What follows belongs to an exercise in optimizing a design on an open flow for small area, a short achievable clock period and few clock cycles; a production flow would make more cautious choices. In this exercise RTL edits were held to simulation tests only and were not proved equivalent to the original. Power figures rest on the tool's default switching activity, not on a simulated workload.

// divider1
module divider1(quotient, valid_out, divisor, dividend, valid_in, rst, clk);
Size: about 3600 cells after synthesis, about 220 flip-flops, roughly 200 I/O pins, roughly 0.028 mm² of cells after synthesis.
==> module divider1, before the edit <==
module divider1(quotient, valid_out, divisor, dividend, valid_in, rst, clk);
  output [63:0] quotient;
  output valid_out;
  input [63:0] divisor, dividend;
  input valid_in, rst, clk;
  localparam int K  = 3;                     
  localparam int DW = 67 + K;                
  localparam int JW = 5;                     
  logic          busy;
  logic          first;   
  logic          vo;
  logic [63:0]   rr;      
  logic [DW-1:0] nd;      
  logic          sbn;     
  logic [63:0]   rq;      
  logic          neg;     
  logic [JW-1:0] cnt;     
  assign valid_out = vo | quick;
  div_neg u_neg(.q(rq), .neg(neg), .y(quotient));
  wire        sa = dividend[63];
  wire        sb = divisor[63];
  wire [63:0] ma;
  div_abs u_abs(.a(dividend), .y(ma));
  wire [7:0]  t;
  wire        az, bz;
  div_len u_len(.a(dividend), .b(divisor), .t(t), .az(az), .bz(bz));
  logic [7:0]   tr;          
  logic         azr, bzr;    
  wire        zq = azr | (tr[7] & (tr != 8'hff));     
  wire        quick = first & (zq | bzr);              
  wire [JW-1:0] j0;
  div_ncyc #(.K(K), .JW(JW)) u_ncyc(.x(tr[6:0]), .j(j0));
  logic [DW-1:0] dsh;
  always_comb begin
    dsh = nd;
    for (int k = 0; k < JW; k++) if (first & j0[k]) dsh = (dsh << (K << k)) | ~({DW{1'b1}} << (K << k));
  end
  wire [DW-1:0] ndeff = dsh ^ {DW{first & sbn}};    
  function automatic logic [64:0] addc(input logic [DW-1:0] a, input logic [DW-1:0] b, input logic cin);
    logic [DW:0] g, p, G, P;
    g = {a & b, cin};
    p = {a ^ b, 1'b0};
    G = g; P = p;
    for (int l = 0; (1 << l) < DW + 1; l++) begin
      logic [DW:0] G2, P2;
      G2 = G; P2 = P;
      for (int i = 0; i < DW + 1; i++) begin
        if ((i >> l) & 1) begin
          G2[i] = G[i] | (P[i] & G[((i >> l) << l) - 1]);
          P2[i] = P[i] & P[((i >> l) << l) - 1];
        end
      end
      G = G2; P = P2;
    end
    addc[64] = G[DW];
    for (int i = 0; i < 64; i++) addc[i] = p[i+1] ^ G[i];
  endfunction
  logic [63:0]   rnext;
  logic [K-1:0]  qb;
  always_comb begin
    logic [63:0]   r;
    logic [64:0]   t;
    r = rr;
    for (int j = 0; j < K; j++) begin
      if (j == 0) t = addc({{(DW-64){1'b0}}, r}, nd, ~sbn);
      else        t = addc({{(DW-64){1'b0}}, r}, ~(~ndeff >> j), ~sbn);
      qb[K-1-j] = t[64] & ~(j == 0 && first);
      if (qb[K-1-j]) r = t[63:0];
    end
    rnext = r;
  end
  wire last = ((first ? j0 : cnt) == '0);
  always_ff @(posedge clk) begin
    if (rst) begin
      busy  <= 1'b0;
      first <= 1'b0;
      vo    <= 1'b0;
    end else if (!busy) begin
      busy  <= valid_in;
      first <= valid_in;
      vo    <= 1'b0;
    end else begin
      busy  <= ~last & ~quick;
      first <= 1'b0;
      vo    <= last & ~quick;
    end
  end
  always_ff @(posedge clk) begin
    if (!busy) begin
      rr    <= ma;
      nd    <= ~({{(DW-64){sb}}, divisor} << (K - 1));
      tr    <= t;
      azr   <= az;
      bzr   <= bz;
      sbn   <= sb;
      rq    <= {63'd0, bz};
      neg   <= bz ? ~sa : (sa ^ sb);
    end else begin
      rr    <= rnext;
      nd    <= ~(~ndeff >> K);
      cnt   <= (first ? j0 : cnt) - 1'b1;
      rq    <= {rq[63-K:0], qb};
    end
  end
endmodule
==> module div_ncyc, before the edit <==
module div_ncyc #(parameter int K = 3, parameter int JW = 5)(input [6:0] x, output logic [JW-1:0] j);
  always_comb begin
    j = '0;
    for (int i = 0; i < 128; i++) if (x == 7'(i)) j = JW'((((i + 1) % 128) + 1) / K);
  end
endmodule
==> module div_abs, before the edit <==
module div_abs(input [63:0] a, output [63:0] y);
  assign y = a[63] ? (64'd0 - a) : a;
endmodule
clock: 32.0 ns
lec_check: 0
cap_margin: 20
core_margin: 2
core_utilization: 40
slew_margin: 20
synth_hierarchical: 1
standard.sh (not shown) runs the stock make flow with config.mk's settings and CLKGATE_MAP_FILE= SYNTH_SCRIPT=/design/flow/synth_recipe.tcl, a recipe that flattens the netlist after the stock synthesis.
==> flow/flow/run.sh <==
#!/bin/bash
# Own flow: the standard layout (standard synthesis, floorplan, placement,
# CTS, routing); only the timing repair is asked to leave a setup margin,
# and port buffers use another buffer cell. Clock and constraints unchanged.
set -e
bash standard.sh SETUP_SLACK_MARGIN=22 "BUFFER_PORTS_ARGS=-buffer_cell sky130_fd_sc_hd__buf_1" finish > standard_finish.log 2>&1
Testbench counts at the start, summed over its fixed seeds: cycles 6,098.
Next try:
--- a/flow/design.v
+++ b/flow/design.v
@@ -67,19 +67,21 @@
   assign valid_out = vo | quick;
   div_neg u_neg(.q(rq), .neg(neg), .y(quotient));
   wire        sa = dividend[63];
   wire        sb = divisor[63];
-  wire [63:0] ma;
-  div_abs u_abs(.a(dividend), .y(ma));
+  wire [63:0] ma = sa ? (64'd0 - dividend) : dividend;
   wire [7:0]  t;
   wire        az, bz;
   div_len u_len(.a(dividend), .b(divisor), .t(t), .az(az), .bz(bz));
   logic [7:0]   tr;          
   logic         azr, bzr;    
   wire        zq = azr | (tr[7] & (tr != 8'hff));     
   wire        quick = first & (zq | bzr);              
-  wire [JW-1:0] j0;
-  div_ncyc #(.K(K), .JW(JW)) u_ncyc(.x(tr[6:0]), .j(j0));
+  function automatic logic [JW-1:0] ncyc(input logic [6:0] x);   
+    ncyc = '0;
+    for (int i = 0; i < 128; i++) if (x == 7'(i)) ncyc = JW'((((i + 1) % 128) + 1) / K);
+  endfunction
+  wire [JW-1:0] j0 = ncyc(tr[6:0]);
   logic [DW-1:0] dsh;
   always_comb begin
     dsh = nd;
     for (int k = 0; k < JW; k++) if (first & j0[k]) dsh = (dsh << (K << k)) | ~({DW{1'b1}} << (K << k));
@@ -175,17 +177,8 @@
   assign t  = tt[8:1];
   assign bz = ~tb[6] & ~b[63];
   assign az = ~ta[6] & ~a[63];
 endmodule
-module div_ncyc #(parameter int K = 3, parameter int JW = 5)(input [6:0] x, output logic [JW-1:0] j);
-  always_comb begin
-    j = '0;
-    for (int i = 0; i < 128; i++) if (x == 7'(i)) j = JW'((((i + 1) % 128) + 1) / K);
-  end
-endmodule
-module div_abs(input [63:0] a, output [63:0] y);
-  assign y = a[63] ? (64'd0 - a) : a;
-endmodule
 module full_adder(S, Cout, A, B, Cin);
 	output S, Cout;
 	input A, B, Cin;
 	wire AB, AC, BC;
=> Area after synthesis fell by 2.4%. Maximum frequency is lower by 3.3%. Count of clock-buffer cells in the layout came out higher by 6. Total power rises by 8.7%. Final cell count increases by 0.55%. Utilization came out higher by 4.8 points. Routed wire length increases by 1.1%. Sequential share of layout area fell by 0.88 points. Worst setup slack gets worse by 0.33 ns.
Testbench counts after the change, summed over its fixed seeds: cycles 6,098.

static timing again, ports no longer ideal:
Ports are ideal in the flow. The routed layouts listed here were re-timed in OpenROAD.
Step 1: set_driving_cell puts a clkbuf_16 on clk and a buf_2 on each other input, an assumption about the parent block.
Step 2 moves the port delays by t, midway between the first and last clock arrival at a register: inputs arrive t later, outputs are due t later. That takes back most of the time a late clock gives input paths.
a / b / c = ideal ports / drivers / drivers and shift; a / b = the first two.
| run | shift t [ns] | slack for setup (ns) | hold WS [ns] | worst setup path at the end | worst data-port slew with drivers (ns) |
|---|---|---|---|---|---|
| the first run | 0.647 | 22.232 / 22.272 / 21.625 | 0.513 / 0.513 / 0.513 | input to register | 0.07 |
| the second run | 0.644 | 21.899 / 21.899 / 21.474 | 0.500 / 0.500 / 0.500 | input to register | 0.10 |
After both steps setup and hold are still met in every run listed. For the first run, which loses most, drivers alone change the setup slack by +0.040 ns; drivers and shift together by -0.607 ns.
